This design comes from an exercise in tuning for small area and a short achievable clock period on the open sky130 flow, not from production work.
The RTL was checked by simulation tests, not by an equivalence proof against the original design.
No activity file was given, so power comes from the tool's default toggle rates.

==> config.mk <==
export PLATFORM = sky130hd
export DESIGN_NAME = MyMain
export DESIGN_NICKNAME = MyMain
export VERILOG_FILES = /design/flow/design.v
export SDC_FILE = /design/flow/constraint.sdc
export NUM_CORES = 4
export LEC_CHECK = 0
export CAP_MARGIN = 20
export CORE_MARGIN = 2
export CORE_UTILIZATION = 70
export CTS_BUF_LIST = sky130_fd_sc_hd__clkbuf_8
export CTS_CLUSTER_DIAMETER = 100
export CTS_CLUSTER_SIZE = 40
export PLACE_DENSITY = 0.85
export SLEW_MARGIN = 20
export TNS_END_PERCENT = 5
==> constraint.sdc <==
create_clock -name core_clock -period 125.0 [get_ports {clk}]
set_input_delay 25.0000 -clock core_clock [delete_from_list [all_inputs] [get_ports {clk}]]
set_output_delay 25.0000 -clock core_clock [all_outputs]
set_load 0.01 [all_outputs]
==> standard.sh <==
#!/bin/bash
# synth_recipe.tcl (not shown) runs the flow's synth.tcl, then flattens the netlist and writes it again
# the make line also repeats each setting of config.mk as NAME=value (left out here)
make -C /OpenROAD-flow-scripts/flow DESIGN_CONFIG=/design/flow/config.mk WORK_HOME=/design/flow/orfs CLKGATE_MAP_FILE= SYNTH_SCRIPT=/design/flow/synth_recipe.tcl "${@:-finish}"
==> flow/run.sh <==
#!/bin/bash
# Layout flow: the standard layout (standard.sh: the standard synthesis,
# floorplan, power grid, placement, clock tree and routing) with three
# settings of its own, passed to ORFS through the environment:
#  - the ports are buffered with a plain buffer (buf_2) instead of the delay
#    cell that port buffering picks by default;
#  - timing repair is asked for a setup margin of 98.9 ns, so that it also
#    works on the paths from the inputs and to the outputs, which the 125 ns
#    clock otherwise leaves with a large slack;
#  - the clock tree is built without dummy loads.
# The whole output of the flow goes to standard.log here, and ORFS writes each
# step's log under orfs/logs.
set -o pipefail
export BUFFER_PORTS_ARGS="-buffer_cell sky130_fd_sc_hd__buf_2"
export SETUP_SLACK_MARGIN=99.0
export CTS_ARGS="-sink_clustering_enable -repair_clock_nets -dont_use_dummy_load -sink_clustering_size 40 -sink_clustering_max_diameter 100 -buf_list sky130_fd_sc_hd__clkbuf_8"
bash standard.sh 2>&1 | tee standard.log
==> design.v <==
module SegmentDriver( Display, Number);
output[6:0] Display;
input[3:0] Number;
reg[6:0] Display;
always @*
case( Number )
	0: Display = 7'b1000000;
	1: Display = 7'b1111001;
	2: Display = 7'b0100100;
	3: Display = 7'b0110000;
	4: Display = 7'b0011001;
	5: Display = 7'b0010010;
	6: Display = 7'b0000011;
	7: Display = 7'b1111000;
	8: Display = 7'b0000000;
	9: Display = 7'b0011000;
	default: Display = 7'b0000110;
endcase
endmodule
module Keyboard(KeyData, kyClk, kyData, clk, rst);
input kyClk, kyData, clk, rst;
output reg [7:0] KeyData;
reg [4:0] q;
reg       newKbClk;
reg [7:0] tempdata;
reg [3:0] cycles;      
reg [2:0] element;     
reg       gotStart;
reg       keyup;
reg       fall_r;      
reg       kyd_r;       
wire [4:0] q0 = (q >= 5'd22) ? 5'd1 : (q == 5'd21) ? 5'd21 : q + 5'd1;
wire [4:0] q1 = (q < 5'd22) ? ((q >= 5'd17) ? 5'd24 : 5'd28) : (q == 5'd28) ? 5'd28 : q + 5'd1;
wire nk0 = newKbClk && !(q == 5'd20 || q == 5'd21);     
wire nk1 = newKbClk || (q == 5'd26);                     
wire pf = newKbClk && (q == 5'd20 || q == 5'd21);
wire fall = pf && !kyClk;
wire mid = (cycles != 4'd0) && (cycles < 4'd9);      
wire last = (cycles >= 4'd10);                       
wire [7:0] kd_s = (tempdata == 8'hf0 || keyup) ? 8'hf0 : tempdata;
wire ku_s = (tempdata == 8'hf0);
wire kd_en = fall && last && (gotStart || !kyData);
wire gs = gotStart || !kyd_r;
wire clr = rst || (fall_r && last);
always @(posedge clk) begin
	cycles <= clr ? 4'd0 : cycles + {3'd0, fall_r};
	element <= clr ? 3'd0 : element + {2'd0, fall_r && gs && mid};
end
always @(posedge clk) begin
	kyd_r <= kyData;
	if (rst) begin
		q <= 5'd21;
		newKbClk <= 1'b0;
		tempdata <= 8'd0;
		gotStart <= 1'b0;
		KeyData <= 8'd0;
		keyup <= 1'b0;
		fall_r <= 1'b0;
	end else begin
		q <= kyClk ? q1 : q0;
		newKbClk <= kyClk ? nk1 : nk0;
		fall_r <= fall;
		if (kd_en)
			KeyData <= kd_s;
		if (fall_r) begin
			if (gs && mid)
				tempdata[element] <= kyd_r;
			if (last) begin
				gotStart <= 1'b0;
				if (gs)
					keyup <= ku_s;
			end else
				gotStart <= gs;
		end
	end
end
endmodule
module VGADriver(R, G, B, Vsync, Hsync, sysclk, curnum0, curnum1, curnum2, curnum3, Seg0, KeyData, rst);
input sysclk, rst;
input [7:0] KeyData;
output reg [3:0] curnum0;
output [3:0] curnum1, curnum2, curnum3;
output reg [6:0] Seg0;       
output reg [3:0] R, G;
output [3:0] B;
reg [1:0] Bq;                
assign B = {Bq[1], Bq[1], Bq[0], Bq[0]};
output reg Vsync, Hsync;
reg        iclk;
reg [9:0]  HC;
reg [9:0]  VC;
reg [1:0]  dx, dy;           
reg [9:0]  XT;
reg [8:0]  YT;
reg [5:0]  A_inc;            
reg [1:0]  dxb, dyb;         
reg [9:0]  XB;
reg [8:0]  YB;
reg        c1;               
assign curnum1 = {3'b000, c1};
assign curnum2 = 4'd0;
assign curnum3 = 4'd0;
wire win = c1 & curnum0[1];
function [14:0] add;
	input [14:0] x;
	input [14:0] y;
	input ci;
	integer i;
	reg c;
	begin
		c = ci;
		for (i = 0; i < 15; i = i + 1) begin
			add[i] = x[i] ^ y[i] ^ c;
			c = (x[i] & y[i]) | (c & (x[i] ^ y[i]));
		end
	end
endfunction
function [14:0] step;
	input [1:0] d;
	step = d[1] ? (d[0] ? 15'h7fff : 15'd1) : 15'd0;
endfunction
function sel;
	input [1:0] d;
	input pm, p0, pp;
	sel = d[1] ? (d[0] ? pm : pp) : p0;
endfunction
function [8:0] lgrom;
	input c1d;
	input [3:0] c0d;
	case ({c1d, c0d})
	5'h00: lgrom = 9'd37;
	5'h01: lgrom = 9'd62;
	5'h02: lgrom = 9'd87;
	5'h03: lgrom = 9'd112;
	5'h04: lgrom = 9'd137;
	5'h05: lgrom = 9'd162;
	5'h06: lgrom = 9'd187;
	5'h07: lgrom = 9'd212;
	5'h08: lgrom = 9'd237;
	5'h09: lgrom = 9'd262;
	5'h10: lgrom = 9'd287;
	5'h11: lgrom = 9'd312;
	default: lgrom = 9'd337;
	endcase
endfunction
wire [8:0] LG = lgrom(c1, curnum0);
function [6:0] seg7;
	input [3:0] v;
	case (v)
	0: seg7 = 7'b1000000;
	1: seg7 = 7'b1111001;
	2: seg7 = 7'b0100100;
	3: seg7 = 7'b0110000;
	4: seg7 = 7'b0011001;
	5: seg7 = 7'b0010010;
	6: seg7 = 7'b0000011;
	7: seg7 = 7'b1111000;
	8: seg7 = 7'b0000000;
	9: seg7 = 7'b0011000;
	default: seg7 = 7'b0000110;
	endcase
endfunction
wire draw = (VC < 10'd512) && (HC < 10'd676);
wire flipx = sel(dxb, (XB >= 614) || (XB == 5), (XB >= 613) || (XB == 4), (XB >= 612) || (XB == 3));
wire flipy = sel(dyb, (YB >= 482) || (YB == 33), (YB >= 481) || (YB == 32), (YB >= 480) || (YB == 31));
wire [1:0] dxb1 = {dxb[1], dxb[0] ^ flipx};
wire [1:0] dyb1 = {dyb[1], dyb[0] ^ flipy};
wire outx = sel(dxb1, (XB < 5) || (XB > 640), (XB < 4) || (XB > 639), (XB < 3) || (XB > 638));
wire outy = sel(dyb1, (YB < 33) || (YB > 508), (YB < 32) || (YB > 507), (YB < 31) || (YB > 506));
wire P = outx || outy;       
wire [10:0] XmL = add({5'd0, XB}, ~{6'd0, LG}, 1'b1);   
wire [9:0]  XpL = add({5'd0, XB}, {6'd0, LG}, 1'b0);    
wire xml_hi = (XmL[10:6] == 5'b11111);           
wire xpl_hi = (XpL[9:6] == 4'b1010);             
wire Gl = !P && (YB == 9'd33 || YB == 9'd34) &&
	(!XmL[10] || XmL >= 11'd2026) && (XpL < 10'd641);
reg [1:0] kdx, kdy;
always @* begin
	kdx = dx;
	kdy = dy;
	if (KeyData == 8'h1c) kdx = 2'b11;
	if (KeyData == 8'h23) kdx = 2'b10;
	if (KeyData == 8'h1d) kdy = 2'b11;
	if (KeyData == 8'h1b) kdy = 2'b10;
	if (KeyData == 8'hf0) begin kdx = 2'b00; kdy = 2'b00; end
	if (kdx[1] && (kdx[0] ? XT == 10'd37 : XT == 10'd644)) kdx = 2'b00;
	if (kdy[1] && (kdy[0] ? YT == 9'd1 : YT == 9'd448)) kdy = 2'b00;
end
wire [1:0] dx3 = Gl ? 2'b00 : kdx;
wire [1:0] dy3 = Gl ? 2'b00 : kdy;
wire [9:0]  xc = P ? 10'd308 : XB;
wire [8:0]  yc = P ? 9'd432 : YB;
wire [9:0]  Dpx = add({5'd0, xc}, ~{5'd0, XT}, 1'b1);   
wire [9:0]  Dpy = add({6'd0, yc}, ~{6'd0, YT}, 1'b1);   
wire dpx_hi = (Dpx[9:6] == 4'b1111);
wire dpy_hi = (Dpy[9:6] == 4'b0000);
wire px_m = dpx_hi && (Dpx[5:0] >= 3);
wire px_0 = dpx_hi && (Dpx[5:0] >= 2) && (Dpx[5:0] <= 62);
wire px_p = dpx_hi && (Dpx[5:0] >= 1) && (Dpx[5:0] <= 61);
wire py_m = dpy_hi && (Dpy[5:0] >= 3);
wire py_0 = dpy_hi && (Dpy[5:0] >= 2) && (Dpy[5:0] <= 62);
wire py_p = dpy_hi && (Dpy[5:0] >= 1) && (Dpy[5:0] <= 61);
function postwin;
	input [5:0] v;
	input [1:0] d;
	postwin = sel(d, (v >= 32 && v <= 42) || (v >= 2 && v <= 12),
	                 (v >= 31 && v <= 41) || (v >= 1 && v <= 11),
	                 (v >= 30 && v <= 40) || (v <= 10));
endfunction
wire lx_m = xml_hi && postwin(XmL[5:0], 2'b11);
wire lx_0 = xml_hi && postwin(XmL[5:0], 2'b00);
wire lx_p = xml_hi && postwin(XmL[5:0], 2'b10);
wire rx_m = xpl_hi && postwin(XpL[5:0], 2'b11);
wire rx_0 = xpl_hi && postwin(XpL[5:0], 2'b00);
wire rx_p = xpl_hi && postwin(XpL[5:0], 2'b10);
wire gy_m = !P && (YB <= 63);
wire gy_0 = !P && (YB <= 62);
wire gy_p = !P && (YB <= 61);
wire cx_lo = (XB >= 194), cx_hi = (XB <= 424);
wire cx_0 = cx_lo && cx_hi;
wire cx_m = cx_lo && (XB != 194) && (cx_hi || XB == 425);
wire cx_p = (cx_lo || XB == 193) && cx_hi && (XB != 424);
wire cy_0 = !P && ((YB >= 182 && YB <= 202) || (YB >= 212 && YB <= 232));
wire cy_m = !P && ((YB >= 183 && YB <= 203) || (YB >= 213 && YB <= 233));
wire cy_p = !P && ((YB >= 181 && YB <= 201) || (YB >= 211 && YB <= 231));
reg [1:0] cdxb, cdyb;
reg c;
always @* begin
	cdxb = P ? 2'b11 : dxb1;
	cdyb = dyb1;
	c = sel(cdyb, py_m, py_0, py_p) && sel(cdxb, px_m, px_0, px_p);
	if (c) cdyb = cdyb[1] ? {1'b1, ~cdyb[0]} : kdy;
	c = sel(cdxb, px_m, px_0, px_p) && sel(cdyb, py_m, py_0, py_p);
	if (c) cdxb = cdxb[1] ? {1'b1, ~cdxb[0]} : kdx;
	c = sel(cdyb, gy_m, gy_0, gy_p) && sel(cdxb, lx_m, lx_0, lx_p);
	cdyb[0] = cdyb[0] ^ c;
	c = sel(cdxb, lx_m, lx_0, lx_p) && sel(cdyb, gy_m, gy_0, gy_p);
	cdxb[0] = cdxb[0] ^ c;
	c = sel(cdyb, gy_m, gy_0, gy_p) && sel(cdxb, rx_m, rx_0, rx_p);
	cdyb[0] = cdyb[0] ^ c;
	c = sel(cdxb, rx_m, rx_0, rx_p) && sel(cdyb, gy_m, gy_0, gy_p);
	cdxb[0] = cdxb[0] ^ c;
	c = sel(cdyb, cy_m, cy_0, cy_p) && sel(cdxb, cx_m, cx_0, cx_p);
	cdyb[0] = cdyb[0] ^ c;
	cdxb[0] = cdxb[0] ^ c;
	c = sel(cdxb, cx_m, cx_0, cx_p) && sel(cdyb, cy_m, cy_0, cy_p);
	cdxb[0] = cdxb[0] ^ c;
	cdyb[0] = cdyb[0] ^ c;
	if (Gl) begin
		cdxb = 2'b11;
		cdyb = 2'b00;
	end
end
wire pmove = (A_inc == 6'd63);
wire bmove = (A_inc[1:0] == 2'd3);
wire [1:0] sx = bmove ? cdxb : 2'b00;        
wire [1:0] sy = bmove ? cdyb : 2'b00;
wire [1:0] tx = pmove ? dx3 : 2'b00;         
wire [1:0] ty = pmove ? dy3 : 2'b00;
wire win_end = (YT == 9'd464) && (XT == 10'd885);    
wire tickd = !iclk && draw;
wire run = tickd && !win;
wire wend = tickd && win && win_end;
wire [9:0] X3 = (wend || run && (P || Gl)) ? 10'd308 : XB;
wire [8:0] Y3 = (run && P) ? 9'd432 : (wend || run && Gl) ? 9'd332 : YB;
wire [9:0] XT3 = (wend || run && Gl) ? 10'd340 : XT;
wire [8:0] YT3 = (wend || run && Gl) ? 9'd445 : YT;
wire [8:0] LG3 = (run && Gl) ? add({6'd0, LG}, 15'd25, 1'b0) : LG;
wire [9:0] X4 = add({5'd0, X3}, step(run ? sx : 2'b00), 1'b0);
wire [8:0] Y4 = add({6'd0, Y3}, step(run ? sy : 2'b00), 1'b0);
wire wtick = tickd && win && !win_end;       
wire xcarry = wtick && (XT == 10'd1023);
wire [9:0] XT4 = add({5'd0, XT3}, step(run ? tx : {wtick, 1'b0}), 1'b0);
wire [8:0] YT4 = add({6'd0, YT3}, step(run ? ty : {xcarry, 1'b0}), 1'b0);
wire hwrap = !iclk && (HC >= 10'd836);
wire [9:0] HC4 = (rst || hwrap) ? {9'd18, !rst} : add({5'd0, HC}, 15'd0, !iclk);
wire [9:0] VC4 = (rst || hwrap && (VC >= 10'd556)) ? 10'd32 : add({5'd0, VC}, 15'd0, hwrap);
wire [5:0] A4 = rst ? 6'd0 : add({9'd0, A_inc}, 15'd0, run);
wire goal = run && Gl;
wire [3:0] CN3 = (wend || goal && curnum0 == 4'd9) ? 4'd0 : add({11'd0, curnum0}, 15'd0, goal);
wire [3:0] CN4 = rst ? 4'd0 : CN3;
always @(posedge sysclk) begin
	XB <= rst ? 10'd308 : X4;
	YB <= rst ? 9'd332 : Y4;
	XT <= rst ? 10'd340 : XT4;
	YT <= rst ? 9'd445 : YT4;
	HC <= HC4;
	VC <= VC4;
	A_inc <= A4;
	curnum0 <= CN4;
	Seg0 <= rst ? 7'b1000000 : seg7(CN3);      
end
function win29;
	input [4:0] v;       
	win29 = (v >= 1) && (v <= 29);
endfunction
wire [9:0]  Hb = add({5'd0, HC}, ~{5'd0, X4}, 1'b1);    
wire [9:0]  Vb = add({5'd0, VC}, ~{6'd0, Y4}, 1'b1);    
wire [9:0]  Hp = add({5'd0, HC}, ~{5'd0, XT4}, 1'b1);   
wire [9:0]  Vp = add({5'd0, VC}, ~{6'd0, YT4}, 1'b1);   
wire ball_x = (Hb[9:5] == 5'b00001) && win29(Hb[4:0]) && (X4 != 10'd3);
wire ball_y = (Vb[9:5] == 5'b00000) && win29(Vb[4:0]) && (Y4 != 9'd31);
wire pad_x = (Hp[9:5] == 5'b00000) && win29(Hp[4:0]);
wire pad_y = (Vp[9:5] == 5'b00001) && win29(Vp[4:0]);
wire center_on = (VC > 212) && (VC < 232) && (HC > 256) && (HC < 456);
wire [9:0] Hl = add({5'd0, HC}, ~{6'd0, LG3}, 1'b1);    
wire [9:0] Hr = add({5'd0, HC}, {6'd0, LG3}, 1'b0);     
wire post_h = (Hl[9:6] == 4'b0000 && Hl[5:0] <= 8) || (Hr[9:6] == 4'b1011 && Hr[5:0] <= 8);
wire post_on = (VC > 32) && (VC < 62) && post_h;
wire border_on = (HC < 41) || (HC > 671) || (VC < 37) || (VC > 507);
always @(posedge sysclk) begin
	if (rst)
		iclk <= 1'b0;
	else
		iclk <= ~iclk;
end
always @(posedge sysclk) begin
	if (rst) begin
		dx <= 0;
		dy <= 0;
		dxb <= 2'b10;
		dyb <= 0;
		c1 <= 0;
	end else if (!iclk) begin
		if (draw) begin
			if (!win) begin
				dx <= dx3;
				dy <= dy3;
				dxb <= cdxb;
				dyb <= cdyb;
				if (Gl) begin
					if (curnum0 == 4'd9)
						c1 <= 1'b1;
				end
			end else if (win_end) begin
				dx <= 0;
				dy <= 0;
				dyb <= 0;
				dxb <= 2'b10;
				c1 <= 0;
			end
		end
	end
end
always @(posedge sysclk) begin
	if (rst) begin
		Hsync <= 0; Vsync <= 0;
		R <= 0; G <= 0; Bq <= 0;
	end else if (!iclk) begin
		Hsync <= !(HC > 691 && HC < 788);
		Vsync <= !((HC >= 10'd836) ? (VC == 10'd522) : (VC == 10'd523));
		if (!draw) begin
			R <= 4'b0000; G <= 4'b0000; Bq <= 2'b00;
		end else if (win) begin
			if (!win_end) begin
				R <= 4'b1111; G <= 4'b1111; Bq <= 2'b11;
			end
		end else if (ball_x && ball_y) begin
			R <= 4'b1111; G <= 4'b0110; Bq <= 2'b00;
		end else if (pad_x && pad_y) begin
			R <= 4'b1001; G <= 4'b1111; Bq <= 2'b11;
		end else if (center_on) begin
			R <= 4'b1111; G <= 4'b0000; Bq <= 2'b00;
		end else if (post_on) begin
			R <= 4'b1111; G <= 4'b1111; Bq <= 2'b00;
		end else if (border_on) begin
			R <= 4'b1001; G <= 4'b1100; Bq <= 2'b11;
		end else begin
			R <= 4'b1100; G <= 4'b1100; Bq <= 2'b10;
		end
	end
end
endmodule
module MyMain( R, G, B,Vsync, Hsync,Display0, Display1, Display2, Display3, kyClk, kyData, clk,kd, c0, c1, c2, c3, rst);
output[3:0] R, G, B;
output Vsync, Hsync;
input kyClk, kyData, clk;
input rst;  
output[7:0] kd;
wire[7:0] KeyData;
output[ 6:0 ] Display0, Display1, Display2,Display3;
wire[3:0] curnum0, curnum1, curnum2, curnum3;
output[3:0] c0, c1, c2, c3;
assign kd = KeyData;
assign c0 = curnum0;
assign c1 = curnum1;
assign c2 = curnum2;
assign c3 = curnum3;
SegmentDriver SegmD1(Display1, curnum1);
SegmentDriver SegmD2(Display2, curnum2);
SegmentDriver SegmD3(Display3, curnum3);
Keyboard KBD(KeyData, kyClk, kyData, clk, rst);
VGADriver VGAD( R, G, B, Vsync, Hsync, clk, curnum0, curnum1, curnum2, curnum3, Display0, KeyData, rst);
endmodule
==> qor.yml <==
maxCapViolCount: 0
path_cells: "buf_2"
ios: 70
yosys.area_share.simple: 0.242
dp_cells: 1639
max_freq_mhz: 38.4
synthAdderAreaFrac: 0.255
synthTopCellsByCount: "nor2_1, dfxtp_1, inv_1"
async_flop_share: 0
netlist_area_sq_mm: 0.0120
grt_pass1_vias: 9881
synth_edf_count: 0
first_iter_violations: 999
gp_congestion: 0.916
cts_buffer_depth: 2
fin_crit_sh: 0.209
hpwl_mm: 22.8
post_cts_buffers: 0
path_clk_slew_ns: 0.07
min_path_type: "reg2reg"
synth_top_family_by_area: "adder cells"
synth_cells: 1429
cts_max_level: 4
postRouteAntennaNets: 0
ys_warn_count: 3
grt_start_max_net_pins: 105
cp_num_buf_inv: 1
outcome: "timing/DRC/antenna clean"
port_buffers: 41
tightest_slew_ns: 0.830
ys.flop_type: "dfxtp_1"
drc: 0
synth.most_common_cell: "nor2_1"
endpoint_kind: "output port"
skew_ns: 0.0289
synth_top_cell_by_area: "dfxtp_1"
cp_max_fo: 15
synthTopCellsByArea: "dfxtp_1, fa_1, ha_1, nor2_1, inv_1"
detail_route.vias_per_cell: 6.39
die-area_sq_mm: 0.0182
synthToLayoutAreaGrowth_pct: 4.13
crit_family: "flip-flops"
antenna_cells: 0
timing.setup.tns_ns: 0
avgSynthCellArea_sq_um: 8.40
setup_viol: 0
ys_ff_latch: 131
drive_above_1_share: 0.0919
arrival_ns: 1.06
wl_per_cell_microns: 18.1
cts.sinks: 131
critPathMaxStageDelay_ns: 0.45
synth_compound_area_frac: 0.157
rsz0062_at_grt: "true"
die_w_microns: 135
post-route-min-period_ns: 26.06
worstSetupStartpointType: "register"
drt_wl_total_mm: 30.0
insertion_delay_ns: 0.46
grt_pass1_wl_mm: 49.0
vias: 10600
hold_violations: 0
row_count: 47
synth_cell_type_count: 94
dr.pass1.iters: 5
synth-xor-area-share: 0.0315
grt.overflow.total: 0
maxSlewViolCount: 0
worst_ep_required_time_ns: 100.00
fin_hold_ws_ns: 0.477
cp_slowest_cell: "dfxtp_4"
final_cells: 1656
grt_use_total: 0.339
fp.coreArea_sq_mm: 0.0167
fin_nets: 1622
root_buffer: "clkbuf_8"
path_class: "reg2out"
p_leak_nw: 5.33
cts_buffers: 17
initial_core_util: 0.719
cts_tree: "done"
die_h_microns: 135
muxShareOfSynthArea: 0.0169
cellPowerDensity_mw_per_mm2: 6.49
peakVddDrop_v: 0.0000114
maxSlewHeadroom: 0.441
synth_top_area_share: 0.218
antenna_found_initial: 0
yosysSeqAreaShare: 0.218
## metrics by stage
stage	power [W]	area, sq um	setup WS (ns)	utilization
3_5_place_dp	0.0000558	12200	98.30	0.732
5_1_grt	0.0000845	12500	98.91	0.748
2_1_floorplan	0.0000538	12100	99.00	-
4_1_cts	0.0000811	12500	98.94	0.747
3_3_place_gp	0.0000553	12200	98.34	0.732
6_report	0.0000811	12500	98.94	0.748
## layer usage
metal / vias to the layer above / share of wire / GRT usage
met1: 5075 / 0.42 / 0.461
met5: - / 0 / 0
met4: 0 / 0.038 / 0.133
li1: 4898 / - / -
met3: 93 / 0.078 / 0.0638
met2: 518 / 0.46 / 0.541
## flip-flops by register name (all words and copies together), names as in the netlist, 6 cells and up
signal and count:
KBD.tempdata 8, VGAD.VC 10, KBD.KeyData 8, VGAD.YT 9, VGAD.YB 9, VGAD.A_inc 6, VGAD.Seg0 7, VGAD.HC 10
VGAD.XT 10, VGAD.XB 10
## layout make-up
class / count / area (sq um)
Clock buffer: 17 / 234
Multi-Input combinational cell: 1108 / 8570
Sequential cell: 131 / 2650
Tap cell: 220 / 275
Timing Repair Buffer: 51 / 287
Inverter: 129 / 487
Fill cell: 1275 / 4200
## logic make-up after synthesis
family	count (synthesis)
AO/OA/AOI/OAI	285
XOR/XNOR	41
multiplexers	19
AND/OR/NAND/NOR	554
other	2
buffers and inverters	216
flip-flops	131
adder cells (fa/ha/maj)	181
## timing repair
item / 4_1_cts / 5_1_grt
hold buffers: 0 / 0
pin swaps: 0 / 0
resized for setup: 14 / 5
hold endpoints to repair: 0 / 0
setup endpoints to repair: 28 / 27
## power breakdown
part	internal (W)	switching [W]
combinational	0.00000410	0.00000658
sequential	0.0000427	0.00000176
clock	0.0000119	0.0000140
## cells in the final DEF (no fill, tap or decap), types with 7 or more instances in the layout
master	Yosys	layout
dfxtp_1	131	121
mux2i_1	14	14
o31ai_1	10	10
nand4_1	18	18
nand2b_1	26	26
clkbuf_8	0	18
xor2_1	20	20
nand3_1	30	30
nor3_1	36	34
nor3b_1	9	9
nand3b_1	8	8
o22ai_1	9	9
or2_2	16	16
nor2_1	168	168
or3_1	18	18
a21o_1	15	15
a21oi_1	81	81
fa_1	106	106
o21a_1	8	8
a211oi_1	8	8
or4_1	11	11
buf_2	3	41
a31oi_1	18	18
nor4_1	22	21
inv_1	128	128
xnor2_1	20	20
a22oi_1	14	14
conb_1	2	28
ha_1	74	74
a211o_1	7	7
nor2b_1	22	21
nand2_1	93	93
buf_4	34	9
o21ai_0	53	53
and2_1	29	29
## path summary, 6_finish.rpt
| kind | startpoint | to | slack, ns | depth (start not counted) |
|---|---|---|---|---|
| hold reg to reg | KBD.tempdata[4]$_SDFFE_PP0P_ | KBD.tempdata[4]$_SDFFE_PP0P_ | 0.48 | 2 |
| setup / recovery | VGAD.c1$_SDFFE_PP0P_ | c1[0] | 98.94 | 1 |
| setup reg to reg | VGAD.YB[3]$_SDFF_PP1_ | VGAD.Bq[1]$_SDFFE_PP0P_ | 109.00 | 51 |
| hold / removal | KBD.tempdata[4]$_SDFFE_PP0P_ | KBD.tempdata[4]$_SDFFE_PP0P_ | 0.48 | 2 |

==> afterwards: timing with drivers on the ports <==
Ports are ideal in the flow. The routed layout listed here was re-timed in OpenROAD.
Step 1 (the two cells are an assumption about what drives the block):
set clk [get_ports {clk}]
set_driving_cell -lib_cell sky130_fd_sc_hd__clkbuf_16 $clk
set_driving_cell -lib_cell sky130_fd_sc_hd__buf_2 [delete_from_list [all_inputs] $clk]
Step 2, shift: input delay + t, output delay - t, t = (earliest + latest rising clock arrival at the registers) / 2. This alone moves slack from input paths to output paths.
Three values: ideal, step 1, step 2; two values: the first two.
t (ns): 0.487
slack for setup (ns): 98.937 / 98.897 / 98.547
worst data-port slew with drivers (ns): 0.03
After both steps this run still meets setup and hold. The setup slack of this run moves by -0.040 ns with the drivers and by -0.390 ns with both steps.
